Source: an optimization exercise on an open RTL-to-GDS flow (aim: small area, a short achievable clock period and few clock cycles per item). Production flows keep margins and buffers that such runs may drop. RTL that was checked went through simulation tests only; none was proved equivalent to the original. Function not checked in runs 8 and 9: the RTL went through the layout flow alone.

**flow/run.sh**
```bash
#!/bin/bash
# Standard layout with smaller port buffers and a tighter repair target.
bash standard.sh SETUP_SLACK_MARGIN=4.5 "BUFFER_PORTS_ARGS=-buffer_cell sky130_fd_sc_hd__buf_1" ABC_AREA=1 finish > standard.log 2>&1
```
**design.v**
```verilog
module division(input clk, input rst, input start, input [31:0] dividendo, divisor,
                output [31:0] cociente, residuo, output done);
reg [15:0] rem;       
reg [16:0] dv;        
reg [15:0] quo;       
reg [2:0]  cnt;       
reg        busy, done_r;
function [4:0] lzc16(input [15:0] v);
  integer k;
  reg found;
  begin
    lzc16 = 5'd16;
    found = 1'b0;
    for (k = 15; k >= 0; k = k - 1)
      if (!found && v[k]) begin
        lzc16 = 5'd15 - k[4:0];
        found = 1'b1;
      end
  end
endfunction
wire [15:0] n_in = dividendo[15:0];
wire [15:0] d_in = divisor[15:0];
wire [4:0]  lzn  = lzc16(n_in);
wire [4:0]  lzd  = lzc16(d_in);
wire [5:0]  diff = {1'b0, lzd} - {1'b0, lzn};         
wire [4:0]  jr   = {1'b0, diff[3:0]} + 5'd1;
wire [3:0]  jh   = lzd[4] ? 4'd8 : (diff[5] ? 4'd0 : jr[4:1]);   
wire [16:0] dv0  = {1'b0, d_in} << {jh, 1'b0};
wire        ge1 = ~dv[16] && (rem >= dv[15:0]);
wire [15:0] r1  = ge1 ? rem - dv[15:0] : rem;
wire        ge2 = (r1 >= dv[16:1]);
wire [15:0] r2  = ge2 ? r1 - dv[16:1] : r1;
always @(posedge clk) begin
  done_r <= 1'b0;
  if (rst) begin
    busy <= 1'b0;
  end else if (!busy) begin
    if (start) begin
      if (jh == 4'd0)
        done_r <= 1'b1;
      else
        busy <= 1'b1;
    end
  end else if (cnt == 3'd0) begin
    busy   <= 1'b0;
    done_r <= 1'b1;
  end
end
always @(posedge clk) begin
  if (!busy) begin
    rem <= n_in;
    dv  <= dv0;
    quo <= 16'd0;
    cnt <= jh[2:0] - 3'd1;
  end else begin
    rem <= r2;
    dv  <= {2'b0, dv[16:2]};
    quo <= {quo[13:0], ge1, ge2};
    cnt <= cnt - 3'd1;
  end
end
assign cociente = {16'd0, quo[14:0], ge1};
assign residuo  = {17'd0, r1[14:0]};
assign done     = done_r;
endmodule
```
**constraint.sdc**
```tcl
create_clock -name core_clock -period 10.0 [get_ports {clk}]
set_input_delay 2.0000 -clock core_clock [delete_from_list [all_inputs] [get_ports {clk}]]
set_output_delay 2.0000 -clock core_clock [all_outputs]
set_load 0.01 [all_outputs]
```
**config.mk**
```make
export PLATFORM = sky130hd
export DESIGN_NAME = division
export DESIGN_NICKNAME = division
export VERILOG_FILES = /design/flow/design.v
export SDC_FILE = /design/flow/constraint.sdc
export NUM_CORES = 4
export LEC_CHECK = 0
export CAP_MARGIN = 20
export CORE_MARGIN = 2
export CORE_UTILIZATION = 40
export PLACE_DENSITY = 0.6
export SETUP_SLACK_MARGIN = 5
export SLEW_MARGIN = 20
```
**standard.sh**
```bash
#!/bin/bash
# synth_recipe.tcl (not shown) runs the flow's synth.tcl, then flattens the netlist and writes it again
# the make line also repeats each setting of config.mk as NAME=value (left out here)
make -C /OpenROAD-flow-scripts/flow DESIGN_CONFIG=/design/flow/config.mk WORK_HOME=/design/flow/orfs CLKGATE_MAP_FILE= SYNTH_SCRIPT=/design/flow/synth_recipe.tcl "${@:-finish}"
```
==> results of run 1 <==
how the worst min path moves through the flow:
stage	from	to	slack (ps)
4_1_cts	quo[10]	quo[12]	440
2_1_floorplan	dv[12]	dv[10]	430
3_3_place_gp	quo[5]	quo[7]	420
6_report	quo[8]	quo[10]	430
3_5_place_dp	quo[10]	quo[12]	430
5_1_grt	quo[8]	quo[10]	450
kinds of logic (layout without fill, tap and decap cells):
group                    count (synthesis)  after routing
other                                    1             33
flip-flops                              53             53
AND/OR/NAND/NOR                        323            324
adder cells (fa/ha/maj)                 43             43
XOR/XNOR                                27             27
AO/OA/AOI/OAI                          129            129
buffers and inverters                  154            208
synthesized netlist by cell type, types with 2 or more instances:
| cell | n |
|---|---|
| nand2_1 | 184 |
| inv_1 | 100 |
| nand3_1 | 66 |
| dfxtp_1 | 53 |
| a21oi_1 | 42 |
| ha_1 | 40 |
| buf_4 | 36 |
| nor2_1 | 36 |
| o21ai_0 | 36 |
| xnor2_1 | 16 |
| clkbuf_1 | 11 |
| xor2_1 | 11 |
| o221ai_1 | 10 |
| nand4_1 | 8 |
| o211ai_1 | 6 |
| o21ai_1 | 6 |
| nor3_1 | 5 |
| a21o_1 | 4 |
| a31oi_1 | 4 |
| nand3b_1 | 4 |
| nor4_1 | 4 |
| a21boi_0 | 3 |
| buf_2 | 3 |
| fa_1 | 3 |
| nor2_4 | 3 |
| o21bai_1 | 3 |
| o22ai_1 | 3 |
| a2111oi_0 | 2 |
| a211oi_1 | 2 |
| a22oi_1 | 2 |
| inv_2 | 2 |
| nand2_2 | 2 |
| nand2_4 | 2 |
| nand4_2 | 2 |
| o21ai_2 | 2 |
| or2_2 | 2 |
cell type report:
cell class | instances | area, sq um | share of cell area, %
repair buffers | 97 | 531 | 9.16
repair inverters | 1 | 6.26 | 0.108
multi-input cells | 556 | 3440 | 59.4
flip-flops and latches | 53 | 1060 | 18.3
clock inverters | 2 | 38.8 | 0.670
well taps | 147 | 184 | 3.18
inverters | 102 | 400 | 6.91
clock buffers | 6 | 129 | 2.23
sequential cells by signal, summed over array words and instances, names as in the netlist:
name	flops
dv	17
rem	16
quo	15
cnt	3
busy	1
done_r	1
timing repair:
item | 4_1_cts | 5_1_grt
pin swaps | 1 | 37
setup buffers | 1 | 26
cloned | 0 | 3
gates resized for setup | 9 | 106
hold buffers | 0 | 0
endpoints found under the setup margin | 18 | 22
metal layers:
| metal | part of all wire [%] | vias up |
|---|---|---|
| li1 | - | 2524 |
| met1 | 43 | 2306 |
| met2 | 49 | 167 |
| met3 | 4.7 | 31 |
| met4 | 3.2 | 0 |
| met5 | 0 | - |
worst reg2reg max path, delay by kind of cell (launching register included):
kind                     cells  cell delay [ps]
flip-flops                   1              300
AO/OA/AOI/OAI                6             1250
AND/OR/NAND/NOR             11             1330
adder cells (fa/ha/maj)      4             1170
buffers and inverters        6              820
stage by stage:
step / utilization [%] / area (sq um)
after CTS: 44.2 / 5250
after global routing: 48.8 / 5790
after global placement: 42.4 / 5030
after floorplan: - / 4920
final: 48.8 / 5790
after detailed placement: 42.4 / 5030
==> flow_metrics.py, run 1 <==
metrics = {
    "synth": {
        "syn-cell-area_sq_mm": 0.00480,
        "ys_ff_latch": 53,
        "seq_area_frac_synth_pct": 22.1,
        "synth_compound_gate_area_share_pct": 16.1,
        "synthArstFlopShare_pct": 0,
        "synthXorXnorAreaFrac_pct": 4.92,
        "synth_largest_area_cell": "dfxtp_1",
        "synth_top_family_by_area": "simple AND/OR/NAND/NOR gates",
        "synth_mux_area_share_pct": 0,
        "synth-main-ff-cell": "dfxtp_1",
        "synth.area.top_cells": "dfxtp_1 22%, nand2_1 14%, ha_1 10%",
        "syn_avg_cell_area_sq_um": 6.58,
        "ys_types": 48,
        "synth_top_area_share_pct": 22.1,
        "synth_edf_count": 0,
        "synth_fa_ha_area_share_pct": 11.7,
        "yosysWarnings": 1,
        "synthCells": 730,
        "synthSimpleGateAreaFrac_pct": 30.1,
    },
    "global_routing": {
        "antenna_found_initial": 0,
        "met3_usage_pct": 2.23,
        "gr-total-overflow": 0,
        "grt_pass1_vias": 4475,
        "met1_usage_pct": 25.4,
        "globalRouteTotalUtil_pct": 19.9,
        "grt_first_pass_wirelength_um": 20800,
        "grt_start_max_net_pins": 39,
        "gr-usage-met2_pct": 34.7,
        "top_usage_layer": "met2",
    },
    "setup_path": {
        "crit_family": "simple AND/OR/NAND/NOR gates",
        "crit_slowest_cell": "fa_2",
        "r2r_slack_ps": 5030,
        "path_class": "in2reg",
        "r2r-start": "rem[0]",
        "cp_cell_sequence": "buf_8 -> nor2_4 -> nand4_1 -> nor2_2 -> nand4_1 -> nor2_1 -> nand2_1 -> nor2_2 -> nand2_2 -> nor2_2 -> nand2_1 -> nand4_1 -> ha_2 -> inv_2 -> fa_2 -> ha_4 -> nor2_4 -> nor3_4 -> nand2_4 -> nand2_2 -> o21ai_2 -> ha_4 -> xor2_1",
        "cp.depth": 23,
        "endpoint_kind": "flop",
        "worstRegToRegCells": 27,
        "cp-start-kind": "input port",
        "r2r-end": "rem[12]",
        "startpoint": "dividendo[12]",
        "path_buf_inv": 2,
        "crit_end": "cnt[2]",
        "path_max_fanout": 7,
        "slowest_delay_ps": 600,
        "arrival_ps": 5610,
        "required_ps": 10180,
    },
    "hold_path": {
        "hold_depth": 2,
        "min_path_type": "reg2reg",
    },
    "clocking": {
        "clock-sinks": 53,
        "cts_tree": "yes",
        "clk_pin_slew_ps": 70,
        "cts_max_level": 2,
        "clk_path_buf_depth": 2,
        "cts-root-buf": "clkbuf_16",
        "numCtsBuffers": 5,
        "worstSkewPairLatency_ps": 290,
    },
    "drt": {
        "vias": 5028,
        "post-route-drc-count": 0,
        "via_per_inst": 5.22,
        "dr.pass1.iters": 5,
        "drt_iter0_markers": 245,
        "wl_um": 13700,
        "wl_per_cell_um": 14.2,
        "ant_nets": 0,
    },
    "cells_and_area": {
        "fin_nets": 926,
        "drive_above_1_share_pct": 14.9,
        "instances_no_fill": 964,
        "diodes": 0,
        "final_cell_mix": "174 x nand2_1, 92 x inv_1, 62 x buf_1",
        "final_common_cell": "nand2_1",
        "nFillCells": 1182,
        "areaGrowthSynthToFinish_pct": 20.6,
    },
    "sta": {
        "tns_ps": 0,
        "clock_skew_ps": 3.42,
        "min_period_over_period_pct": 54.3,
        "hold_ws_ps": 434,
        "setup_ws_ps": 4570,
        "setup_viol": 0,
        "hold_viol": 0,
        "max_freq_ghz": 0.184,
        "rsz0062_at_grt": "true",
        "slew_headroom_pct": 46.4,
        "maxSlewViolCount": 0,
        "worstMarginPinSlew_ps": 804,
        "fin_crit_ps": 5430,
    },
    "floorplanning": {
        "dieArea_sq_mm": 0.0129,
        "start_util_pct": 40.5,
        "core_area_sq_mm": 0.0119,
        "die_h_um": 114,
        "ios": 132,
        "dieWidth_um": 114,
        "num_rows": 40,
    },
    "placed_design": {
        "hpwlAfterDp_um": 10400,
        "port_buffers": 66,
        "post-place-ws_ps": 3930,
        "place_congestion": 0.916,
        "dp.cells": 926,
    },
    "run_status": {
        "status": "timing/DRC/antenna clean",
    },
    "run": {
        "maxCapViolCount": 0,
    },
}
Testbench counts, summed over its fixed seeds: cycles 12,906, items 4,000.
==> inputs of run 2 (changes only) <==
==> flow/run.sh (replaced) <==
#!/bin/bash
# Standard layout with smaller port buffers and a tighter repair target.
bash standard.sh SETUP_SLACK_MARGIN=5 "BUFFER_PORTS_ARGS=-buffer_cell sky130_fd_sc_hd__buf_1" ABC_AREA=1 finish > standard.log 2>&1
==> run 2 against run 1 <==
Still clean. Die area unchanged. Setup slack improved by 65 ps. Sequential share of layout area decreased by 0.76 points. Critical path type unchanged. Largest cell class unchanged.
==> flow_metrics.py, run 2 <==
metrics = {
    "run_status": {
        "status": "timing/DRC/antenna clean",
    },
    "floorplanning": {
        "dieWidth_um": 114,
        "start_util_pct": 40.5,
        "num_rows": 40,
        "core_area_sq_mm": 0.0119,
        "die_h_um": 114,
        "dieArea_sq_mm": 0.0129,
        "ios": 132,
    },
    "placed_design": {
        "hpwlAfterDp_um": 10600,
        "port_buffers": 66,
        "dpl_cell_area_sq_mm": 0.00511,
        "place_congestion": 0.911,
        "dp.cells": 926,
    },
    "global_routing": {
        "gr-total-overflow": 0,
        "globalRouteTotalUtil_pct": 20.7,
        "grt_pass1_vias": 4603,
        "antenna_found_initial": 0,
        "grt_start_max_net_pins": 39,
        "grt_first_pass_wirelength_um": 21500,
    },
    "cells_and_area": {
        "final_cell_mix": "167 x nand2_1, 90 x inv_1, 62 x buf_1",
        "nFillCells": 1179,
        "final_area_sq_mm": 0.00604,
        "instances_no_fill": 972,
        "regMostFlops": "dv",
        "fin_nets": 934,
        "largest_registers": "dv x17, rem x16, quo x15",
        "areaGrowthSynthToFinish_pct": 25.8,
        "diodes": 0,
        "largest_register_ffs": 17,
        "drive_above_1_share_pct": 18.7,
        "final_common_cell": "nand2_1",
    },
    "synth": {
        "syn-cell-area_sq_mm": 0.00480,
        "synth-main-ff-cell": "dfxtp_1",
        "synth_fa_ha_area_share_pct": 11.7,
        "syn_avg_cell_area_sq_um": 6.58,
        "synth_largest_area_cell": "dfxtp_1",
        "synthArstFlopShare_pct": 0,
        "ys_ff_latch": 53,
        "synth_top_family_by_area": "simple AND/OR/NAND/NOR gates",
        "synth_edf_count": 0,
        "synthXorXnorAreaFrac_pct": 4.92,
        "synth_compound_gate_area_share_pct": 16.1,
        "ys_top_cells_by_count": "184 x nand2_1, 100 x inv_1, 66 x nand3_1",
        "synth_mux_area_share_pct": 0,
        "synth_top_area_share_pct": 22.1,
        "synth.area.top_cells": "dfxtp_1 22%, nand2_1 14%, ha_1 10%",
        "seq_area_frac_synth_pct": 22.1,
        "synthSimpleGateAreaFrac_pct": 30.1,
        "synthCells": 730,
        "ys_types": 48,
        "synth.most_common_cell": "nand2_1",
        "yosysWarnings": 1,
    },
    "sta": {
        "maxSlewViolCount": 0,
        "max_freq_ghz": 0.187,
        "slew_headroom_pct": 43.7,
        "min_period_over_period_pct": 53.6,
        "tns_ps": 0,
        "fin_crit_ps": 5360,
        "hold_viol": 0,
        "setup_viol": 0,
        "clock_skew_ps": 6.39,
        "worstMarginPinSlew_ps": 844,
        "rsz0062_at_grt": "true",
    },
    "drt": {
        "wl_um": 14000,
        "drt_iter0_markers": 236,
        "dr_wl_met3_um": 626,
        "dr.pass1.iters": 4,
        "vias": 4985,
        "post-route-drc-count": 0,
        "wl_met1_um": 5910,
        "via_per_inst": 5.13,
        "top_layer": "met4",
        "route.met2.wl_um": 7130,
        "ant_nets": 0,
        "wl_per_cell_um": 14.4,
    },
    "clocking": {
        "cts_tree": "yes",
        "hold_buffers": 0,
        "clock-sinks": 53,
        "numCtsBuffers": 5,
        "clk_path_buf_depth": 2,
        "worstSkewPairLatency_ps": 300,
        "clk_pin_slew_ps": 70,
        "cts-root-buf": "clkbuf_16",
        "cts_max_level": 2,
    },
    "setup_path": {
        "crit_slowest_cell": "fa_2",
        "crit_family": "simple AND/OR/NAND/NOR gates",
        "endpoint_kind": "flop",
        "path_class": "in2reg",
        "slowest_delay_ps": 330,
        "path_max_fanout": 5,
        "crit_path_frequent_cell": "nor2_2",
        "arrival_ps": 5590,
        "required_ps": 10230,
        "cp-start-kind": "input port",
        "path_buf_inv": 4,
    },
    "hold_path": {
        "min_path_type": "reg2reg",
    },
    "run": {
        "maxCapViolCount": 0,
    },
}
[run 2: tightest hold or removal path, cell delays in order (launching register included)]
cell and delay (ps):
dfxtp_1 310, nand2_1 60, inv_1 30
[run 2: cell families after synthesis]
kind of cell    Yosys count
simple gates            323
buf+inv                 154
compound gates          129
flops                    53
fa+ha+maj                43
xor+xnor                 27
other cells               1
[run 2: worst paths after layout]
check	cells past startpoint	end	startpoint	slack, ps
max	25	cnt[2]	dividendo[13]	4640
min	2	quo[11]	quo[9]	430
max reg2reg	27	rem[12]	rem[0]	5450
min reg2reg	2	quo[11]	quo[9]	430
[run 2: stage by stage]
stage | util [%] | worst slack [ps] | hold WS (ps)
6_report | 50.9 | 4640 | 432
5_1_grt | 50.9 | 4390 | 451
4_1_cts | 47.1 | 4810 | 436
3_5_place_dp | 43.1 | 4080 | 425
2_1_floorplan | - | 4830 | 426
3_3_place_gp | 43.0 | 4190 | 416
[run 2: metal layers]
layer / GRT usage [%] / up-vias
met4: 6.59 / 0
li1: - / 2548
met5: 0 / -
met3: 2.23 / 26
met1: 25.3 / 2284
met2: 38.0 / 127
[run 2: layout make-up]
cell class	count	area, sq um	share of cell area [%]
well taps	147	184	3.04
clock inverters	2	38.8	0.642
repair buffers	102	593	9.82
multi-input cells	558	3620	59.9
inverters	102	404	6.69
clock buffers	6	129	2.13
flip-flops and latches	53	1060	17.6
repair inverters	2	13.8	0.228
[run 2: repair_timing]
item | 4_1_cts | 5_1_grt
gates cloned | 4 | 2
pin swaps | 22 | 30
gates resized for setup | 42 | 92
setup endpoints to repair | 34 | 41
setup buffers | 20 | 12
==> inputs of run 3 (changes only) <==
==> flow/run.sh (replaced) <==
#!/bin/bash
# Standard layout with smaller port buffers and a tighter repair target.
bash standard.sh SETUP_SLACK_MARGIN=4 "BUFFER_PORTS_ARGS=-buffer_cell sky130_fd_sc_hd__buf_1" ABC_AREA=1 ADDER_MAP_FILE= finish > standard.log 2>&1
==> run 3 against run 2 <==
Clock skew up 2.2 ps. First-iteration DRC count up 59%. Via count up 23%. Still clean. Utilization down 7.7 points. Setup slack better by 150 ps. Count of clock-buffer cells in the layout unchanged. Global-route usage up 1.9 points.
==> flow_metrics.py, run 3 <==
metrics = {
    "run_status": {
        "status": "timing/DRC/antenna clean",
    },
    "setup_path": {
        "crit_slowest_cell": "nand2_1",
        "crit_family": "simple AND/OR/NAND/NOR gates",
        "endpoint_kind": "flop",
        "cp-start-kind": "input port",
        "required_ps": 10200,
        "crit_path_frequent_cell": "nor2_1",
        "path_class": "in2reg",
        "path_max_fanout": 29,
        "slowest_delay_ps": 630,
        "arrival_ps": 5410,
        "r2r_slack_ps": 5870,
        "path_buf_inv": 3,
        "cp_cell_sequence": "buf_1 -> nor2_1 -> nand4_1 -> nor2_1 -> nand4_1 -> nor2_1 -> nand4_1 -> nor2_1 -> nand2_1 -> inv_1 -> nand2_1 -> nand2_1 -> nor2_1 -> nand3_1 -> nand3_2 -> nand2_1 -> inv_1 -> nor3_1 -> nand3_1 -> o21ai_0",
    },
    "placed_design": {
        "place_congestion": 0.975,
        "port_buffers": 66,
        "dp.cells": 1250,
        "hpwlAfterDp_um": 13900,
    },
    "cells_and_area": {
        "diodes": 0,
        "final_common_cell": "nand2_1",
        "fin_nets": 1144,
        "final_cell_mix": "357 x nand2_1, 141 x inv_1, 102 x nand3_1",
        "regMostFlops": "dv",
        "drive_above_1_share_pct": 7.42,
        "instances_no_fill": 1258,
        "areaGrowthSynthToFinish_pct": 6.89,
        "largest_register_ffs": 17,
        "final_util_pct": 43.3,
        "largest_registers": "dv x17, rem x16, quo x15",
    },
    "synth": {
        "synthArstFlopShare_pct": 0,
        "seq_area_frac_synth_pct": 19.1,
        "ys_types": 47,
        "syn_avg_cell_area_sq_um": 5.43,
        "syn-cell-area_sq_mm": 0.00555,
        "yosysWarnings": 1,
        "synthCells": 1022,
        "synth-main-ff-cell": "dfxtp_1",
        "synth_top_area_share_pct": 24.1,
        "synth.most_common_cell": "nand2_1",
        "synth_edf_count": 0,
        "synth.area.top_cells": "nand2_1 24%, dfxtp_1 19%, inv_1 9.5%",
        "ys_top_cells_by_count": "357 x nand2_1, 141 x inv_1, 102 x nand3_1",
        "synth_largest_area_cell": "nand2_1",
        "ys_ff_latch": 53,
    },
    "hold_path": {
        "min_path_type": "reg2reg",
    },
    "clocking": {
        "cts_max_level": 2,
        "hold_buffers": 0,
        "clock-sinks": 53,
        "cts_tree": "yes",
        "postCtsSetupBuffers": 0,
        "clk_path_buf_depth": 2,
        "numCtsBuffers": 5,
        "clk_pin_slew_ps": 70,
        "worstSkewPairLatency_ps": 300,
        "cts-root-buf": "clkbuf_16",
        "ctsResizeCount": 0,
    },
    "sta": {
        "worstMarginPinSlew_ps": 784,
        "rsz0062_at_grt": "false",
        "tns_ps": 0,
        "hold_ws_ps": 431,
        "slew_headroom_pct": 47.1,
        "setup_viol": 0,
        "maxSlewViolCount": 0,
        "clock_skew_ps": 8.64,
        "fin_crit_ps": 5210,
        "max_freq_ghz": 0.192,
        "min_period_over_period_pct": 52.1,
        "hold_viol": 0,
    },
    "global_routing": {
        "antenna_found_initial": 0,
        "globalRouteTotalUtil_pct": 22.6,
        "grt_first_pass_wirelength_um": 26600,
        "grt_start_max_net_pins": 50,
        "grt_pass1_vias": 5581,
        "gr-total-overflow": 0,
    },
    "floorplanning": {
        "die_h_um": 122,
        "num_rows": 43,
        "start_util_pct": 40.5,
        "dieArea_sq_mm": 0.0148,
        "ios": 132,
        "dieWidth_um": 122,
        "core_area_sq_mm": 0.0137,
    },
    "drt": {
        "wl_um": 16500,
        "vias": 6153,
        "via_per_inst": 4.89,
        "ant_nets": 0,
        "dr.pass1.iters": 5,
        "wl_per_cell_um": 13.1,
        "post-route-drc-count": 0,
        "drt_iter0_markers": 376,
    },
    "run": {
        "maxCapViolCount": 0,
    },
}
==> run 3: cell families (layout without fill, tap and decap cells) <==
| group | Yosys count | after routing | synth area share (%) |
|---|---|---|---|
| and+or+nand+nor | 633 | 633 | 49.1 |
| buffers and inverters | 206 | 230 | 17.2 |
| AOI/OAI and AO/OA | 116 | 116 | 12.6 |
| DFF | 53 | 53 | 19.1 |
| xor gates and xnor gates | 13 | 13 | 2.05 |
| other | 1 | 33 | 0.0675 |
==> run 3: final timing paths <==
kind,from,end,cells past startpoint
max,divisor[15],dv[0],20
min,quo[11],quo[13],2
min reg2reg,quo[11],quo[13],2
max reg2reg,dv[11],rem[13],25
==> run 3: area by class of cell <==
cell class              instances  area, sq um
clock inverters                 2         13.8
repair buffers                 67          255
flip-flops and latches         53         1060
multi-input cells             795         3660
inverters                     155          582
well taps                     180          225
clock buffers                   6          139
fillers                      1615         7780
==> run 3: routing by layer <==
layer | vias to the layer above | GRT usage [%] | routed length [um]
li1 | 3248 | - | -
met1 | 2730 | 29.4 | 7410
met2 | 163 | 40.0 | 8020
met3 | 12 | 2.15 | 915
met4 | 0 | 5.82 | 186
met5 | - | 0 | 0
==> run 3: stage by stage <==
step	setup slack [ps]	instance area [sq um]
after floorplan	5680	5670
after global routing	4220	5940
after global placement	4520	5780
final	4790	5940
after detailed placement	4510	5780
after CTS	4800	5940
==> run 3: worst register-to-register path, stage by stage, from the launching register on <==
cell	delay [ps]
dfxtp_1	480
nor2_1	130
nor2_1	240
nand2_2	90
inv_1	90
a21oi_2	60
nor3_1	140
nor2_1	70
nand2_2	120
nand2_2	320
inv_2	350
nand3_1	250
nand2_1	180
nand2_1	100
nand2_1	140
inv_1	50
nand2_1	90
nor2_1	70
nor2_2	110
nand2_2	90
nand2_4	150
nand2_4	200
nand2_1	220
o21ai_0	110
nand2_1	90
nand2_1	60
==> inputs of run 4 (changes only) <==
==> flow/run.sh (replaced) <==
#!/bin/bash
# Standard layout with smaller port buffers and a tighter repair target.
bash standard.sh SETUP_SLACK_MARGIN=5 "BUFFER_PORTS_ARGS=-buffer_cell sky130_fd_sc_hd__buf_1" ABC_AREA=1 ADDER_MAP_FILE= finish > standard.log 2>&1
==> run 4 against run 3 <==
Sequential share of layout area fell by 0.26 points. Critical path depth fell by 7. Final area rose by 1.5%. Global-route usage did not move. Register-to-register slack improved by 280 ps. Setup slack improved by 490 ps.
==> flow_metrics.py, run 4 <==
metrics = {
    "global_routing": {
        "grt_start_max_net_pins": 50,
        "antenna_found_initial": 0,
        "globalRouteTotalUtil_pct": 22.6,
        "gr-total-overflow": 0,
        "grt_first_pass_wirelength_um": 26600,
        "grt_pass1_vias": 5581,
    },
    "synth": {
        "syn-cell-area_sq_mm": 0.00555,
        "synth_top_family_by_area": "simple AND/OR/NAND/NOR gates",
        "synth-main-ff-cell": "dfxtp_1",
        "ys_top_cells_by_count": "357 x nand2_1, 141 x inv_1, 102 x nand3_1",
        "synthCells": 1022,
        "synthXorXnorAreaFrac_pct": 2.05,
        "syn_avg_cell_area_sq_um": 5.43,
        "synthSimpleGateAreaFrac_pct": 49.1,
        "synth.most_common_cell": "nand2_1",
        "seq_area_frac_synth_pct": 19.1,
        "synth_mux_area_share_pct": 0,
        "ys_types": 47,
        "ys_ff_latch": 53,
        "synth.area.top_cells": "nand2_1 24%, dfxtp_1 19%, inv_1 9.5%",
        "synth_fa_ha_area_share_pct": 0,
        "synth_edf_count": 0,
        "yosysWarnings": 1,
        "synth_largest_area_cell": "nand2_1",
        "synth_top_area_share_pct": 24.1,
        "synth_compound_gate_area_share_pct": 12.6,
        "synthArstFlopShare_pct": 0,
    },
    "setup_path": {
        "slowest_delay_ps": 490,
        "worstRegToRegCells": 25,
        "cp-start-kind": "flop",
        "r2r-end": "rem[13]",
        "arrival_ps": 2720,
        "cp_cell_sequence": "nor2_1 -> nor2_2 -> inv_2 -> nor2_2 -> inv_1 -> nor3_1 -> nor2_1 -> nand2_2 -> nand2_4 -> inv_4 -> nand3_1 -> nand2_1 -> buf_1",
        "path_class": "reg2out",
        "required_ps": 8000,
        "r2r_slack_ps": 6150,
        "path_max_fanout": 20,
        "crit_slowest_cell": "dfxtp_1",
        "endpoint_kind": "primary output",
        "r2r-start": "dv[13]",
    },
    "cells_and_area": {
        "areaGrowthSynthToFinish_pct": 8.47,
        "multiInputGateArea_sq_mm": 0.00374,
        "regArea_sq_mm": 0.00106,
        "final_common_cell": "nand2_1",
        "final_cell_mix": "352 x nand2_1, 141 x inv_1, 102 x nand3_1",
        "drive_above_1_share_pct": 8.63,
        "fin_nets": 1144,
        "regMostFlops": "dv",
        "diodes": 0,
        "largest_register_ffs": 17,
        "largest_registers": "dv x17, rem x16, quo x15",
        "nFillCells": 1613,
    },
    "clocking": {
        "numCtsBuffers": 5,
        "cts_tree": "yes",
        "clk_pin_slew_ps": 70,
        "cts-root-buf": "clkbuf_16",
        "worstSkewPairLatency_ps": 300,
        "cts_max_level": 2,
        "postCtsSetupBuffers": 0,
        "clk_path_buf_depth": 2,
        "clock-sinks": 53,
    },
    "sta": {
        "fin_crit_ps": 4720,
        "hold_viol": 0,
        "max_freq_ghz": 0.212,
        "min_period_over_period_pct": 47.2,
        "setup_viol": 0,
        "worstMarginPinSlew_ps": 741,
        "maxSlewViolCount": 0,
        "clock_skew_ps": 9.05,
        "tns_ps": 0,
        "setup_ws_ps": 5280,
        "rsz0062_at_grt": "true",
        "slew_headroom_pct": 50.3,
    },
    "drt": {
        "dr.pass1.iters": 5,
        "drt_iter0_markers": 353,
        "post-route-drc-count": 0,
        "wl_per_cell_um": 13.2,
        "wl_um": 16600,
        "ant_nets": 0,
        "vias": 6171,
        "via_per_inst": 4.91,
    },
    "floorplanning": {
        "ios": 132,
        "dieWidth_um": 122,
        "start_util_pct": 40.5,
        "dieArea_sq_mm": 0.0148,
        "die_h_um": 122,
        "core_area_sq_mm": 0.0137,
        "num_rows": 43,
    },
    "placed_design": {
        "hpwlAfterDp_um": 13900,
        "post-place-ws_ps": 4510,
        "port_buffers": 66,
        "place_congestion": 0.975,
    },
    "hold_path": {
        "hold_depth": 2,
        "min_path_type": "reg2reg",
        "worstHoldStart": "quo[11]",
        "holdPathEnd": "quo[13]",
    },
    "run_status": {
        "status": "timing/DRC/antenna clean",
    },
    "run": {
        "maxCapViolCount": 0,
    },
}
run 4: cell counts after synthesis:
Identical to the previous run, type by type.
run 4: cell families (layout without fill, tap and decap cells):
family / count (synthesis) / count (layout)
AOI/OAI and AO/OA: 116 / 116
xor gates and xnor gates: 13 / 13
buffers and inverters: 206 / 230
DFF: 53 / 53
other: 1 / 33
and+or+nand+nor: 633 / 633
run 4: area by class of cell:
type / instances / area share [%]
flip-flops and latches: 53 / 17.6
clock inverters: 2 / 0.229
clock buffers: 6 / 2.31
multi-input cells: 795 / 62.2
repair buffers: 67 / 4.24
well taps: 180 / 3.74
inverters: 155 / 9.70
run 4: what timing repair did:
| item | 4_1_cts | 5_1_grt |
|---|---|---|
| endpoints found under the setup margin | 15 | 31 |
| pin swaps | 0 | 0 |
| resized for setup | 2 | 24 |
| hold buffers | 0 | 0 |
run 4: per-stage QoR:
stage	std cells	cell area, sq um	hold slack, ps	utilization (%)
floorplan	1054	5670	449	-
global placement	1250	5780	415	42.2
detailed placement	1250	5780	421	42.2
CTS	1258	5940	433	43.3
global route	1258	6020	442	43.9
finish	1258	6020	430	43.9
run 4: how the worst max path moves through the flow:
stage	from	endpoint	cells past startpoint
detailed placement	divisor[13]	dv[0]	20
global route	divisor[13]	dv[0]	20
CTS	dv[15]	residuo[6]	11
finish	dv[13]	residuo[6]	13
floorplan	divisor[13]	dv[13]	20
global placement	divisor[13]	dv[0]	20
run 4: layer usage:
layer | routed length [um] | vias to the layer above | GRT usage [%]
met5 | 0 | - | 0
met4 | 193 | 0 | 5.82
met3 | 812 | 14 | 2.15
met2 | 8110 | 155 | 40.0
met1 | 7470 | 2748 | 29.4
li1 | - | 3254 | -
run 4: worst max-delay path, delay by kind of cell, from the launching register on:
kind,cells,cell delay (ps)
and+or+nand+nor,9,1400
buffers and inverters,4,520
DFF,1,490
==> inputs of run 5 (changes only) <==
==> flow/run.sh (replaced) <==
#!/bin/bash
# Standard layout with smaller port buffers and a tighter repair target.
bash standard.sh SETUP_SLACK_MARGIN=6 "BUFFER_PORTS_ARGS=-buffer_cell sky130_fd_sc_hd__buf_1" ABC_AREA=1 ADDER_MAP_FILE= finish > standard.log 2>&1
==> run 5 against run 4 <==
Still clean on timing, DRC and antenna. Sequential share of layout area decreased by 5.1 points. Final area grew 48%. Global-route usage is 3.7 points higher. Utilization up 21 points. Setup slack better by 210 ps. Synthesized cell count did not move. Die area unchanged. Critical path depth increased by 12. Critical path type is now in2reg. Highest routed layer unchanged.
==> flow_metrics.py, run 5 <==
metrics = {
    "setup_path": {
        "endpoint_kind": "flop",
        "r2r_slack_ps": 5760,
        "path_class": "in2reg",
        "r2r-end": "rem[0]",
        "required_ps": 10190,
        "startpoint": "dividendo[13]",
        "r2r-start": "dv[8]",
        "crit_end": "dv[16]",
        "path_max_fanout": 8,
        "worstRegToRegCells": 35,
        "cp-start-kind": "input port",
        "arrival_ps": 4710,
    },
    "clocking": {
        "clock-sinks": 53,
        "clk_path_buf_depth": 2,
        "cts-root-buf": "clkbuf_16",
        "numCtsBuffers": 5,
        "cts_tree": "yes",
        "cts_max_level": 2,
        "hold_buffers": 0,
        "worstSkewPairLatency_ps": 300,
        "clk_pin_slew_ps": 80,
    },
    "sta": {
        "max_freq_ghz": 0.222,
        "hold_ws_ps": 434,
        "tns_ps": 0,
        "maxSlewViolCount": 0,
        "slew_headroom_pct": 32.2,
        "clock_skew_ps": 8.50,
        "rsz0062_at_grt": "true",
        "hold_viol": 0,
        "min_period_over_period_pct": 45.1,
        "setup_viol": 0,
        "setup_ws_ps": 5490,
        "worstMarginPinSlew_ps": 1010,
        "fin_crit_ps": 4510,
    },
    "cells_and_area": {
        "areaGrowthSynthToFinish_pct": 60.1,
        "regArea_sq_mm": 0.00111,
        "fin_nets": 1297,
        "regMostFlops": "dv",
        "final_util_pct": 64.8,
        "drive_above_1_share_pct": 43.6,
        "instances_no_fill": 1411,
        "largest_register_ffs": 17,
        "final_common_cell": "nand2_1",
        "multiInputGateArea_sq_mm": 0.00515,
        "nFillCells": 1166,
        "final_cell_mix": "241 x nand2_1, 117 x buf_4, 106 x inv_1",
        "final_area_sq_mm": 0.00889,
        "diodes": 0,
        "largest_registers": "dv x17, rem x16, quo x15",
    },
    "synth": {
        "seq_area_frac_synth_pct": 19.1,
        "ys_types": 47,
        "synth_edf_count": 0,
        "synth.area.top_cells": "nand2_1 24%, dfxtp_1 19%, inv_1 9.5%",
        "ys_ff_latch": 53,
        "synth_largest_area_cell": "nand2_1",
        "yosysWarnings": 1,
        "synthCells": 1022,
        "ys_top_cells_by_count": "357 x nand2_1, 141 x inv_1, 102 x nand3_1",
        "synthArstFlopShare_pct": 0,
        "synth.most_common_cell": "nand2_1",
        "syn-cell-area_sq_mm": 0.00555,
        "synth_top_area_share_pct": 24.1,
        "syn_avg_cell_area_sq_um": 5.43,
        "synth-main-ff-cell": "dfxtp_1",
    },
    "drt": {
        "drt_iter0_markers": 729,
        "wl_um": 22200,
        "post-route-drc-count": 0,
        "vias": 7368,
        "dr.pass1.iters": 5,
        "ant_nets": 0,
        "via_per_inst": 5.22,
        "wl_per_cell_um": 15.7,
    },
    "global_routing": {
        "antenna_found_initial": 0,
        "gr-total-overflow": 0,
        "grt_first_pass_wirelength_um": 31000,
        "grt_start_max_net_pins": 51,
        "globalRouteTotalUtil_pct": 26.3,
        "grt_pass1_vias": 6388,
    },
    "placed_design": {
        "place_congestion": 0.964,
        "hpwlAfterDp_um": 13800,
        "dpl_cell_area_sq_mm": 0.00584,
        "port_buffers": 66,
        "dp.cells": 1250,
        "post-place-ws_ps": 4880,
    },
    "floorplanning": {
        "num_rows": 43,
        "start_util_pct": 40.5,
        "dieArea_sq_mm": 0.0148,
        "core_area_sq_mm": 0.0137,
        "die_h_um": 122,
        "dieWidth_um": 122,
        "ios": 132,
    },
    "hold_path": {
        "min_path_type": "reg2reg",
    },
    "run": {
        "maxCapViolCount": 0,
    },
    "run_status": {
        "status": "timing/DRC/antenna clean",
    },
}
run 5: cell types whose count changed in the layout (fill, tap and decap cells not counted), sizes merged:
cell and delta:
buf +138, clkbuf +4, clkinv +1, clkinvlp +1, nand2 +9
run 5: final cells by class:
type | instances | share of cell area, %
timing repair inverter | 1 | 0.183
sequential | 53 | 12.5
clock buffer | 5 | 1.41
timing repair buffer | 210 | 18.1
tap | 180 | 2.53
inverter | 155 | 7.08
multi-input combinational | 804 | 57.9
clock inverter | 3 | 0.281
run 5: logic make-up after synthesis:
| family | share of synthesized area, % |
|---|---|
| AO/OA/AOI/OAI | 12.6 |
| XOR/XNOR | 2.05 |
| buffers and inverters | 17.2 |
| flip-flops | 19.1 |
| other | 0.0675 |
| AND/OR/NAND/NOR | 49.1 |
run 5: timing repair:
action,CTS,global route
pin swaps,71,97
buffers inserted,95,47
endpoints found under the setup margin,41,55
hold endpoints to repair,0,0
cloned,8,3
resized for setup,275,225
run 5: worst max-delay path: stages:
cell	delay (ps)
buf_8	100
nor2_4	100
nand4_1	110
nor2_2	120
nand4_1	140
buf_4	180
nor2_4	70
nand4_1	200
a21oi_2	210
nor2_2	70
nand2_2	110
inv_2	70
nand2_1	80
nand2_2	60
nand2_2	90
nand3_4	120
buf_12	180
nand2_8	150
nand2_4	70
o21ai_1	80
nand2_1	80
nand2_1	100
nand3_2	80
nand2_2	60
inv_1	40
run 5: how the worst min path moves through the flow:
stage	from	end	cells past startpoint
floorplan	dv[14]	dv[12]	2
global placement	quo[9]	quo[11]	2
detailed placement	quo[9]	quo[11]	2
CTS	quo[9]	quo[11]	2
global route	quo[8]	quo[10]	2
finish	quo[7]	quo[9]	2
run 5: layer usage:
| layer | track usage (%) | vias to the layer above | part of all wire, % |
|---|---|---|---|
| met2 | 46.0 | 362 | 49 |
| li1 | - | 3590 | - |
| met4 | 9.27 | 0 | 4.5 |
| met1 | 34.0 | 3342 | 39 |
| met3 | 1.87 | 74 | 7.2 |
| met5 | 0 | - | 0 |
==> inputs of run 6 (changes only) <==
==> run.sh (new file) <==
#!/bin/bash
# synth_recipe.tcl (not shown) runs the flow's synth.tcl, then flattens the netlist and writes it again
# the make line also repeats each setting of config.mk as NAME=value (left out here)
make -C /OpenROAD-flow-scripts/flow DESIGN_CONFIG=/design/flow/config.mk WORK_HOME=/design/flow/orfs CLKGATE_MAP_FILE= SYNTH_SCRIPT=/design/flow/synth_recipe.tcl finish
removed: flow/run.sh
removed: standard.sh
==> run 6 against run 5 <==
Area after synthesis decreased by 11%. Register-to-register slack lost 560 ps. Non-clock buffer count down 72. Count of clock-buffer cells in the layout is 1 higher. Wire length decreased by 29%. Via count fell by 30%. Sequential share of layout area increased by 3.0 points. Flip-flop and latch count is the same. Synthesized cell count down 39%. Largest cell class unchanged.
==> flow_metrics.py, run 6 <==
metrics = {
    "setup_path": {
        "crit_slowest_cell": "or4_4",
        "path_buf_inv": 3,
        "r2r-start": "rem[0]",
        "arrival_ps": 5380,
        "r2r-end": "rem[12]",
        "required_ps": 10180,
        "path_class": "in2reg",
        "path_max_fanout": 4,
        "slowest_delay_ps": 530,
        "cp-start-kind": "input port",
        "crit_family": "compound AO/OA/AOI/OAI gates",
        "cp_cell_sequence": "buf_8 -> or4_4 -> nand2b_4 -> o32a_1 -> ha_2 -> inv_2 -> fa_2 -> ha_4 -> inv_1 -> nor2_1 -> o211ai_1 -> a21boi_0 -> mux2i_1 -> a221o_1",
        "worstRegToRegCells": 22,
        "endpoint_kind": "flop",
        "r2r_slack_ps": 5200,
    },
    "floorplanning": {
        "num_rows": 40,
        "core_area_sq_mm": 0.0121,
        "die_h_um": 115,
        "dieArea_sq_mm": 0.0133,
        "dieWidth_um": 115,
        "start_util_pct": 41.2,
        "ios": 132,
    },
    "clocking": {
        "cts_tree": "yes",
        "hold_buffers": 0,
        "cts_max_level": 2,
        "worstSkewPairLatency_ps": 290,
        "cts-root-buf": "clkbuf_16",
        "numCtsBuffers": 5,
        "clk_path_buf_depth": 2,
        "clock-sinks": 53,
        "clk_pin_slew_ps": 70,
    },
    "run_status": {
        "status": "timing/DRC/antenna clean",
    },
    "cells_and_area": {
        "final_cell_mix": "56 x buf_4, 51 x dfxtp_1, 46 x nor2_1",
        "areaGrowthSynthToFinish_pct": 38.0,
        "regMostFlops": "dv",
        "fin_nets": 865,
        "largest_register_ffs": 17,
        "drive_above_1_share_pct": 27.2,
        "final_common_cell": "buf_4",
        "final_area_sq_mm": 0.00686,
        "diodes": 0,
        "instances_no_fill": 924,
        "nFillCells": 1095,
        "largest_registers": "dv x17, rem x16, quo x15",
    },
    "synth": {
        "synthArstFlopShare_pct": 0,
        "synth-main-ff-cell": "dfxtp_1",
        "synthCells": 626,
        "synth_top_area_share_pct": 21.4,
        "ys_top_cells_by_count": "58 x nor2_1, 53 x dfxtp_1, 46 x nand2_1",
        "yosysWarnings": 1,
        "syn_avg_cell_area_sq_um": 7.93,
        "seq_area_frac_synth_pct": 21.4,
        "synth.area.top_cells": "dfxtp_1 21%, ha_1 10%, buf_4 5.1%",
        "synth.most_common_cell": "nor2_1",
        "syn-cell-area_sq_mm": 0.00497,
        "ys_ff_latch": 53,
        "ys_types": 76,
        "synth_largest_area_cell": "dfxtp_1",
        "synth_edf_count": 0,
    },
    "global_routing": {
        "gr-total-overflow": 0,
        "grt_start_max_net_pins": 56,
        "grt_first_pass_wirelength_um": 24000,
        "globalRouteTotalUtil_pct": 22.6,
        "grt_pass1_vias": 4882,
        "antenna_found_initial": 0,
    },
    "sta": {
        "max_freq_ghz": 0.192,
        "hold_viol": 0,
        "setup_viol": 0,
        "fin_crit_ps": 5200,
        "clock_skew_ps": 5.35,
        "rsz0062_at_grt": "true",
        "min_period_over_period_pct": 52.0,
        "maxSlewViolCount": 0,
        "worstMarginPinSlew_ps": 576,
        "hold_ws_ps": 460,
        "slew_headroom_pct": 61.6,
        "tns_ps": 0,
    },
    "drt": {
        "vias": 5191,
        "ant_nets": 0,
        "via_per_inst": 5.62,
        "drt_iter0_markers": 313,
        "wl_um": 15800,
        "wl_per_cell_um": 17.1,
        "post-route-drc-count": 0,
        "dr.pass1.iters": 5,
    },
    "placed_design": {
        "hpwlAfterDp_um": 11600,
        "dpl_cell_area_sq_mm": 0.00572,
        "place_congestion": 0.893,
        "port_buffers": 66,
        "dp.cells": 845,
    },
    "hold_path": {
        "hold_depth": 1,
        "holdPathEnd": "quo[10]",
        "min_path_type": "reg2reg",
        "worstHoldStart": "quo[8]",
    },
    "run": {
        "maxCapViolCount": 0,
    },
}
## run 6: cell type report
cell class              count  area [sq um]  share of cell area, %
clock buffers               6           129                   1.88
clock inverters             2          15.0                  0.219
inverters                  41           164                   2.39
multi-input cells         516          4010                   58.5
flip-flops and latches     53          1060                   15.5
well taps                 168           210                   3.07
repair buffers            138          1260                   18.4
## run 6: worst max-delay path by stage
| stage | start | cells after the start | to | slack (ps) |
|---|---|---|---|---|
| final | divisor[15] | 14 | dv[12] | 4800 |
| after global routing | dividendo[3] | 20 | dv[8] | 4720 |
| after CTS | divisor[13] | 16 | dv[8] | 4820 |
| after detailed placement | divisor[14] | 13 | dv[14] | 3600 |
| after global placement | divisor[14] | 13 | dv[14] | 3640 |
| after floorplan | divisor[15] | 13 | dv[15] | 4720 |
## run 6: kinds of logic (layout without fill, tap and decap cells)
group                    after synthesis  after routing  synth area share, %
AND/OR/NAND/NOR                      206            206                 20.2
AO/OA/AOI/OAI                        178            178                 25.6
buffers and inverters                 89            187                 9.60
flip-flops                            53             53                 21.4
adder cells (fa/ha/maj)               43             43                 11.3
multiplexers                          29             29                 6.27
XOR/XNOR                              27             27                 5.64
other                                  1             33               0.0755
## run 6: what timing repair did
item	CTS	global route
setup buffers	44	27
pin swaps	29	32
gates resized for setup	162	79
gates cloned	0	0
setup endpoints to repair	55	54
## run 6: metrics by stage
stage / util, % / setup WS [ps]
global route: 56.8 / 4720
global placement: 47.4 / 3640
detailed placement: 47.4 / 3600
finish: 56.8 / 4800
floorplan: - / 4720
CTS: 53.1 / 4820
## run 6: layer usage
metal  wire (um)  up-vias  track usage, %  part of all wire (%)
met5           0        -               0                     0
met4         586        0            10.4                   3.7
met3         760       40            2.41                   4.8
met2        7580      190            38.7                    48
met1        6880     2456            28.6                    44
li1            -     2505               -                     -
==> inputs of run 7 (changes only) <==
==> flow/run.sh (new file) <==
#!/bin/bash
# Standard layout with smaller port buffers and a tighter repair target.
bash standard.sh SETUP_SLACK_MARGIN=4 "BUFFER_PORTS_ARGS=-buffer_cell sky130_fd_sc_hd__buf_1" ABC_AREA=1 finish > standard.log 2>&1
==> standard.sh (new file) <==
#!/bin/bash
# synth_recipe.tcl (not shown) runs the flow's synth.tcl, then flattens the netlist and writes it again
# the make line also repeats each setting of config.mk as NAME=value (left out here)
make -C /OpenROAD-flow-scripts/flow DESIGN_CONFIG=/design/flow/config.mk WORK_HOME=/design/flow/orfs CLKGATE_MAP_FILE= SYNTH_SCRIPT=/design/flow/synth_recipe.tcl "${@:-finish}"
removed: run.sh
==> run 7 against run 6 <==
Setup slack worse by 390 ps. Still clean on timing, DRC and antenna. Sequential share of layout area up 4.7 points. Area after synthesis down 3.3%. Final cell count up 1.3%. First-iteration DRC count down 18%. Worst hold slack worse by 25 ps. Die area down 3.2%. Non-clock buffer count down 67. Via count down 7.2%.
==> flow_metrics.py, run 7 <==
metrics = {
    "run_status": {
        "status": "timing/DRC/antenna clean",
    },
    "cells_and_area": {
        "diodes": 0,
        "drive_above_1_share_pct": 4.56,
        "largest_register_ffs": 17,
        "final_cell_mix": "183 x nand2_1, 99 x inv_1, 66 x nand3_1, 66 x buf_1, 53 x dfxtp_1",
        "regMostFlops": "dv",
        "fin_nets": 898,
        "instances_no_fill": 936,
        "final_common_cell": "nand2_1",
        "largest_registers": "dv x17, rem x16, quo x15",
        "areaGrowthSynthToFinish_pct": 9.54,
    },
    "sta": {
        "rsz0062_at_grt": "false",
        "clock_skew_ps": 3.47,
        "tns_ps": 0,
        "setup_viol": 0,
        "maxSlewViolCount": 0,
        "min_period_over_period_pct": 55.8,
        "worstMarginPinSlew_ps": 696,
        "hold_viol": 0,
        "slew_headroom_pct": 53.2,
        "fin_crit_ps": 5580,
        "max_freq_ghz": 0.179,
    },
    "drt": {
        "via_per_inst": 5.15,
        "vias": 4817,
        "ant_nets": 0,
        "drt_iter0_markers": 256,
        "post-route-drc-count": 0,
        "dr.pass1.iters": 5,
        "wl_per_cell_um": 13.7,
        "wl_um": 12800,
    },
    "synth": {
        "synth-main-ff-cell": "dfxtp_1",
        "synth.most_common_cell": "nand2_1",
        "yosysWarnings": 1,
        "syn-cell-area_sq_mm": 0.00480,
        "ys_ff_latch": 53,
        "synth.area.top_cells": "dfxtp_1 22%, nand2_1 14%, ha_1 10%",
        "syn_avg_cell_area_sq_um": 6.58,
        "synthArstFlopShare_pct": 0,
        "synth_edf_count": 0,
        "synth_top_area_share_pct": 22.1,
        "ys_top_cells_by_count": "184 x nand2_1, 100 x inv_1, 66 x nand3_1",
        "seq_area_frac_synth_pct": 22.1,
        "synthCells": 730,
        "synth_largest_area_cell": "dfxtp_1",
        "ys_types": 48,
    },
    "clocking": {
        "numCtsBuffers": 5,
        "cts_tree": "yes",
        "clk_path_buf_depth": 2,
        "clk_pin_slew_ps": 70,
        "clock-sinks": 53,
        "cts_max_level": 2,
        "worstSkewPairLatency_ps": 290,
        "hold_buffers": 0,
        "cts-root-buf": "clkbuf_16",
    },
    "placed_design": {
        "port_buffers": 66,
        "hpwlAfterDp_um": 10400,
        "place_congestion": 0.916,
        "dp.cells": 926,
    },
    "setup_path": {
        "endpoint_kind": "flop",
        "arrival_ps": 5820,
        "path_class": "in2reg",
        "path_max_fanout": 21,
        "required_ps": 10230,
        "cp-start-kind": "input port",
    },
    "global_routing": {
        "met1_usage_pct": 25.3,
        "grt_first_pass_wirelength_um": 20700,
        "gr-total-overflow": 0,
        "grt_start_max_net_pins": 39,
        "gr-usage-met2_pct": 34.5,
        "antenna_found_initial": 0,
        "top_usage_layer": "met2",
        "globalRouteTotalUtil_pct": 19.8,
        "met3_usage_pct": 2.23,
        "grt_pass1_vias": 4434,
    },
    "floorplanning": {
        "die_h_um": 114,
        "core_area_sq_mm": 0.0119,
        "ios": 132,
        "dieArea_sq_mm": 0.0129,
        "dieWidth_um": 114,
        "start_util_pct": 40.5,
        "num_rows": 40,
    },
    "run": {
        "maxCapViolCount": 0,
    },
    "hold_path": {
        "min_path_type": "reg2reg",
    },
}
run 7: metrics by stage:
stage | setup WS [ps] | instance area [sq um] | util (%) | hold WS, ps
after floorplan | 4660 | 4920 | - | 426
after global placement | 4000 | 5030 | 42.4 | 417
after detailed placement | 3930 | 5030 | 42.4 | 427
after CTS | 4220 | 5200 | 43.9 | 437
after global routing | 4020 | 5260 | 44.3 | 448
final | 4420 | 5260 | 44.3 | 434
run 7: final timing paths:
path	startpoint	endpoint	slack (ps)	cells past startpoint
max reg2reg	rem[0]	rem[12]	5040	27
max	dividendo[13]	dv[16]	4420	27
min reg2reg	quo[8]	quo[10]	430	2
min	quo[8]	quo[10]	430	2
run 7: cells by family (layout without fill, tap and decap cells):
| kind of cell | count (synthesis) | count (layout) | synth area share (%) |
|---|---|---|---|
| fa+ha+maj | 43 | 43 | 11.7 |
| simple gates | 323 | 323 | 30.1 |
| other cells | 1 | 33 | 0.0781 |
| xor+xnor | 27 | 27 | 4.92 |
| flops | 53 | 53 | 22.1 |
| compound gates | 129 | 129 | 16.1 |
| buf+inv | 154 | 181 | 15.1 |
run 7: metal layers:
| layer | part of all wire [%] | up-vias |
|---|---|---|
| li1 | - | 2463 |
| met1 | 45 | 2209 |
| met2 | 48 | 129 |
| met3 | 4.5 | 16 |
| met4 | 2.2 | 0 |
| met5 | 0 | - |
run 7: cell type report:
type,count,area [sq um]
well taps,147,184
multi-input cells,555,3180
clock inverters,2,38.8
fillers,1225,6600
clock buffers,6,129
inverters,102,387
flip-flops and latches,53,1060
repair buffers,71,285
run 7: worst max-delay path: stages:
cell and delay [ps]:
buf_1 100, nor2_1 200, nand4_1 190, nor2_2 170, nand4_1 120, nor2_1 130, nand2_1 80, nor2_1 120
nand2_1 80, a21oi_1 190, nor2_1 90, nand2_1 80, inv_1 60, ha_1 320, a21o_1 210, o21ai_1 200
nand2_1 130, a21oi_4 220, nor2_1 60, buf_4 200, nand2_8 150, nand2_2 80, inv_2 100, nand2_1 110
o21ai_0 250, inv_1 70, nor2_1 100
run 7: what timing repair did:
item	CTS	global route
endpoints found under the setup margin	0	15
setup buffers	0	2
resized for setup	0	8
==> inputs of run 8 (changes only) <==
--- a/design.v
+++ b/design.v
@@ -4,5 +4,4 @@
 reg [16:0] dv;        
 reg [15:0] quo;       
-reg [2:0]  cnt;       
 reg        busy, done_r;
 function [4:0] lzc16(input [15:0] v);
@@ -27,4 +26,5 @@
 wire [3:0]  jh   = lzd[4] ? 4'd8 : (diff[5] ? 4'd0 : jr[4:1]);   
 wire [16:0] dv0  = {1'b0, d_in} << {jh, 1'b0};
+wire [16:0] mark = 17'h10000 >> {jh, 1'b0};                               
 wire        ge1 = ~dv[16] && (rem >= dv[15:0]);
 wire [15:0] r1  = ge1 ? rem - dv[15:0] : rem;
@@ -42,5 +42,5 @@
         busy <= 1'b1;
     end
-  end else if (cnt == 3'd0) begin
+  end else if (quo[14]) begin
     busy   <= 1'b0;
     done_r <= 1'b1;
@@ -51,11 +51,9 @@
     rem <= n_in;
     dv  <= dv0;
-    quo <= 16'd0;
-    cnt <= jh[2:0] - 3'd1;
+    quo <= mark[15:0];
   end else begin
     rem <= r2;
     dv  <= {2'b0, dv[16:2]};
     quo <= {quo[13:0], ge1, ge2};
-    cnt <= cnt - 3'd1;
   end
 end
==> run 8 against run 7 <==
Global-route usage increased by 0.38 points. Register-to-register slack got worse by 100 ps. Final area fell by 2.7%. Critical path type unchanged. Flip-flop and latch count shrank 3. Sequential share of layout area shrank 0.61 points. Highest routed layer unchanged.
==> flow_metrics.py, run 8 <==
metrics = {
    "clocking": {
        "hold_buffers": 0,
        "clock-sinks": 50,
        "cts-root-buf": "clkbuf_16",
        "numCtsBuffers": 5,
        "worstSkewPairLatency_ps": 300,
        "cts_tree": "yes",
        "cts_max_level": 2,
        "clk_pin_slew_ps": 70,
        "clk_path_buf_depth": 2,
    },
    "synth": {
        "synth.area.top_cells": "dfxtp_1 22%, nand2_1 14%, ha_1 10%",
        "synthArstFlopShare_pct": 0,
        "syn-cell-area_sq_mm": 0.00458,
        "synth-main-ff-cell": "dfxtp_1",
        "synth_top_area_share_pct": 21.9,
        "synth_edf_count": 0,
        "yosysWarnings": 1,
        "ys_top_cells_by_count": "176 x nand2_1, 87 x inv_1, 50 x dfxtp_1",
        "seq_area_frac_synth_pct": 21.9,
        "synth.most_common_cell": "nand2_1",
        "synth_largest_area_cell": "dfxtp_1",
        "ys_ff_latch": 50,
        "ys_types": 47,
        "syn_avg_cell_area_sq_um": 6.60,
        "synthCells": 694,
    },
    "setup_path": {
        "arrival_ps": 5880,
        "slowest_delay_ps": 370,
        "worstRegToRegCells": 26,
        "r2r-start": "rem[0]",
        "r2r-end": "rem[12]",
        "path_class": "in2reg",
        "required_ps": 10240,
        "crit_slowest_cell": "fa_1",
        "endpoint_kind": "flop",
        "r2r_slack_ps": 4940,
        "cp-start-kind": "input port",
        "crit_path_frequent_cell": "nand2_1",
        "path_max_fanout": 6,
    },
    "placed_design": {
        "dpl_cell_area_sq_mm": 0.00482,
        "port_buffers": 66,
        "hpwlAfterDp_um": 10300,
        "place_congestion": 0.917,
        "dp.cells": 889,
    },
    "drt": {
        "ant_nets": 0,
        "wl_per_cell_um": 13.9,
        "wl_um": 12600,
        "dr.pass1.iters": 5,
        "via_per_inst": 5.10,
        "drt_iter0_markers": 184,
        "post-route-drc-count": 0,
        "vias": 4610,
    },
    "hold_path": {
        "min_path_type": "reg2reg",
        "worstHoldStart": "quo[5]",
        "hold_depth": 2,
        "holdPathEnd": "quo[7]",
    },
    "sta": {
        "maxSlewViolCount": 0,
        "rsz0062_at_grt": "false",
        "clock_skew_ps": 8.86,
        "max_freq_ghz": 0.177,
        "worstMarginPinSlew_ps": 842,
        "hold_viol": 0,
        "slew_headroom_pct": 43.8,
        "setup_viol": 0,
        "hold_ws_ps": 439,
        "tns_ps": 0,
        "min_period_over_period_pct": 56.3,
        "fin_crit_ps": 5630,
    },
    "cells_and_area": {
        "areaGrowthSynthToFinish_pct": 11.8,
        "diodes": 0,
        "final_common_cell": "nand2_1",
        "final_area_sq_mm": 0.00512,
        "fin_nets": 868,
        "drive_above_1_share_pct": 7.88,
        "final_cell_mix": "175 x nand2_1, 87 x inv_1, 66 x buf_1",
        "largest_registers": "dv x17, rem x16, quo x15",
        "instances_no_fill": 904,
        "regMostFlops": "dv",
        "largest_register_ffs": 17,
    },
    "global_routing": {
        "grt_first_pass_wirelength_um": 20600,
        "gr-total-overflow": 0,
        "antenna_found_initial": 0,
        "grt_pass1_vias": 4448,
        "globalRouteTotalUtil_pct": 20.2,
        "grt_start_max_net_pins": 30,
    },
    "floorplanning": {
        "start_util_pct": 40.6,
        "core_area_sq_mm": 0.0113,
        "dieArea_sq_mm": 0.0123,
        "dieWidth_um": 111,
        "die_h_um": 111,
        "num_rows": 39,
        "ios": 132,
    },
    "run_status": {
        "status": "timing/DRC/antenna clean",
    },
    "run": {
        "maxCapViolCount": 0,
    },
}
-- run 8: changes by cell type in the layout (fill, tap and decap cells not counted), sizes merged, moves of 3 or more --
cell	delta
o221ai	-3
o21ai	+15
or2	+4
nor2	-5
dfxtp	-3
nand2	-5
o22ai	+3
nand3	-30
inv	-5
buf	+4
-- run 8: critical path: cells and delay by family --
kind / cells / cell delay, ps
simple gates: 22 / 2750
buf+inv: 6 / 580
fa+ha+maj: 2 / 540
-- run 8: area by class of cell --
| cell class | instances | area, sq um |
|---|---|---|
| Clock buffer | 5 | 125 |
| Fill cell | 1181 | 6150 |
| Timing Repair Buffer | 75 | 315 |
| Inverter | 95 | 359 |
| Multi-Input combinational cell | 533 | 3110 |
| Clock inverter | 3 | 26.3 |
| Sequential cell | 50 | 1000 |
| Tap cell | 143 | 179 |
-- run 8: stage by stage --
step | util (%) | worst slack, ps
floorplan | - | 4480
global placement | 42.7 | 3620
detailed placement | 42.7 | 3520
CTS | 44.1 | 4000
global route | 45.4 | 3990
finish | 45.4 | 4370
-- run 8: logic make-up after synthesis --
group	synth area share, %
AND/OR/NAND/NOR	27.4
buffers and inverters	14.8
other	0.0819
AO/OA/AOI/OAI	18.8
adder cells (fa/ha/maj)	11.7
XOR/XNOR	5.36
flip-flops	21.9
-- run 8: how the worst max path moves through the flow --
stage / startpoint / end / slack (ps) / cells after the start
after floorplan: dividendo[15] / dv[10] / 4480 / 27
after global placement: dividendo[15] / dv[8] / 3620 / 29
after detailed placement: dividendo[15] / dv[8] / 3520 / 29
after CTS: dividendo[15] / dv[5] / 4000 / 29
after global routing: dividendo[15] / dv[8] / 3990 / 30
final: dividendo[15] / dv[14] / 4370 / 30
-- run 8: timing repair --
| action | 4_1_cts | 5_1_grt |
|---|---|---|
| gates cloned | 0 | 0 |
| gates resized for setup | 2 | 20 |
| setup endpoints to repair | 19 | 26 |
| buffers inserted | 0 | 7 |
| pin swaps | 0 | 4 |
-- run 8: layer usage --
metal | vias to the layer above | global-route usage, % | part of all wire (%)
li1 | 2368 | - | -
met1 | 2085 | 25.7 | 45
met2 | 133 | 34.5 | 48
met3 | 24 | 2.73 | 4.7
met4 | 0 | 7.92 | 3.0
met5 | - | 0 | 0
==> inputs of run 9 (changes only) <==
==> flow/run.sh (replaced) <==
#!/bin/bash
# Standard layout with smaller port buffers and a tighter repair target.
bash standard.sh SETUP_SLACK_MARGIN=5 "BUFFER_PORTS_ARGS=-buffer_cell sky130_fd_sc_hd__buf_1" ABC_AREA=1 ADDER_MAP_FILE= finish > standard.log 2>&1
==> run 9 against run 8 <==
Maximum frequency is 20% higher. Utilization down 0.46 points. Global-route usage is 2.8 points higher. Flip-flop and latch count unchanged. Register-to-register slack better by 1300 ps. Wire length grew 36%. Sequential share of layout area fell by 3.5 points. Largest cell class unchanged.
==> flow_metrics.py, run 9 <==
metrics = {
    "run_status": {
        "status": "timing/DRC/antenna clean",
    },
    "clocking": {
        "clock-sinks": 50,
        "clk_pin_slew_ps": 80,
    },
    "setup_path": {
        "required_ps": 10190,
        "cp-start-kind": "input port",
        "arrival_ps": 4880,
        "path_max_fanout": 10,
        "path_class": "in2reg",
    },
    "drt": {
        "post-route-drc-count": 0,
        "wl_um": 17100,
        "drt_iter0_markers": 363,
    },
    "sta": {
        "hold_ws_ps": 434,
        "clock_skew_ps": 10.9,
        "hold_viol": 0,
        "setup_ws_ps": 5300,
        "worstMarginPinSlew_ps": 638,
        "rsz0062_at_grt": "true",
    },
    "synth": {
        "syn_avg_cell_area_sq_um": 5.51,
        "ys_types": 49,
        "ys_top_cells_by_count": "370 x nand2_1, 119 x inv_1, 98 x nand3_1",
        "synth-main-ff-cell": "dfxtp_1",
        "synth_compound_gate_area_share_pct": 11.3,
        "synth_mux_area_share_pct": 0,
        "synth_fa_ha_area_share_pct": 0,
        "synth_top_area_share_pct": 24.5,
        "seq_area_frac_synth_pct": 17.6,
        "synth.area.top_cells": "nand2_1 24%, dfxtp_1 18%, nand3_1 8.6%",
        "synth_top_family_by_area": "simple AND/OR/NAND/NOR gates",
        "synthSimpleGateAreaFrac_pct": 52.1,
    },
    "floorplanning": {
        "dieArea_sq_mm": 0.0152,
        "core_area_sq_mm": 0.0139,
        "start_util_pct": 40.9,
    },
    "global_routing": {
        "gr-total-overflow": 0,
        "grt_start_max_net_pins": 44,
        "globalRouteTotalUtil_pct": 23.0,
        "antenna_found_initial": 0,
        "grt_first_pass_wirelength_um": 27700,
    },
    "placed_design": {
        "dp.cells": 1257,
        "place_congestion": 0.941,
        "port_buffers": 66,
        "hpwlAfterDp_um": 13800,
    },
    "cells_and_area": {
        "diodes": 0,
        "instances_no_fill": 1281,
        "areaGrowthSynthToFinish_pct": 9.95,
        "final_util_pct": 44.9,
        "fin_nets": 1167,
    },
    "hold_path": {
        "min_path_type": "reg2reg",
    },
}
==> run 9: changes by cell type in the layout (fill, tap and decap cells not counted), sizes merged, moves of 5 or more <==
cell    change
nand2     +221
o21ai      -14
o221ai      -5
xnor2      -12
a21oi       -7
buf         +8
nand3b      +5
nand3      +67
ha         -38
inv        +55
nand4       +6
nor2       +77
==> run 9: cell families (layout without fill, tap and decap cells) <==
| kind of cell | Yosys count | after routing |
|---|---|---|
| compound gates | 102 | 102 |
| xor+xnor | 15 | 15 |
| buf+inv | 203 | 242 |
| flops | 50 | 50 |
| other cells | 1 | 33 |
| simple gates | 659 | 659 |
==> run 9: layout make-up <==
cell class,count,area (sq um),area share [%]
clock buffers,5,125,2.01
clock inverters,3,28.8,0.461
inverters,151,569,9.13
multi-input cells,809,3910,62.6
flip-flops and latches,50,1000,16.0
well taps,180,225,3.61
repair buffers,83,383,6.14
==> run 9: worst paths after layout <==
kind | from | endpoint | slack [ps] | cells after the start
setup reg to reg | dv[6] | rem[15] | 6270 | 24
hold reg to reg | quo[9] | quo[11] | 430 | 2
setup / recovery | divisor[13] | dv[7] | 5300 | 22
hold / removal | quo[9] | quo[11] | 430 | 2
==> run 9: repair_timing <==
item / in CTS / in global routing
resized for setup: 2 / 10
endpoints found under the setup margin: 11 / 23
setup buffers: 0 / 15
pin swaps: 0 / 5
hold buffers: 0 / 0
==> run 9: layer usage <==
metal / vias up / wire (um)
li1: 3296 / -
met1: 2766 / 7930
met2: 154 / 7950
met3: 18 / 846
met4: 0 / 325
met5: - / 0
==> run 9: per-stage QoR <==
| step | area [sq um] |
|---|---|
| after CTS | 6060 |
| final | 6240 |
| after floorplan | 5790 |
| after detailed placement | 5900 |
| after global routing | 6240 |
| after global placement | 5900 |
==> run 9: worst max-delay path, cell delays in order <==
cell and delay, ps:
buf_1 110, nor2_2 170, nand4_1 140, nor2_2 180, nand4_2 140, nor2_2 170, nand4_2 170, inv_2 100
nand3_1 190, nand2_1 130, nand2_1 70, nor2_1 140, nand3_1 130, nand3_4 210, nand2_4 110, inv_2 110
nand2_4 100, buf_4 150, nand2_1 60, nand2_1 100, nand2_1 130, o21ai_0 80

separate check: timing with driven ports:
No port has a modelled driver above. Below, the same layouts with a new extraction and two added sets of constraints. Step 1 (the two cells are an assumption about what drives the block):
set clk [get_ports {clk}]
set_driving_cell -lib_cell sky130_fd_sc_hd__clkbuf_16 $clk
set_driving_cell -lib_cell sky130_fd_sc_hd__buf_2 [delete_from_list [all_inputs] $clk]
Step 2, shift: input delay + t, output delay - t, t = (earliest + latest rising clock arrival at the registers) / 2. This alone moves slack from input paths to output paths. a / b / c = ideal / step 1 / step 2; a / b = the first two.
run	t (ns)	setup slack, ns	worst setup path at the end
run 1	0.329	4.574 / 4.564 / 4.235	input to register
run 2	0.334	4.639 / 4.641 / 4.308	input to register
run 3	0.331	4.790 / 4.803 / 4.472	input to register
run 4	0.330	5.278 / 5.240 / 5.030	input to register
run 5	0.335	5.486 / 5.488 / 5.154	input to register
run 6	0.328	4.801 / 4.797 / 4.469	input to register
run 7	0.329	4.416 / 4.421 / 4.092	input to register
run 8	0.330	4.366 / 4.375 / 4.046	input to register
run 9	0.333	5.304 / 5.321 / 4.989	input to register
After both steps setup and hold are still met in every run listed. The setup slack of run 1, which loses most, moves by -0.010 ns with the drivers and by -0.339 ns with both steps.
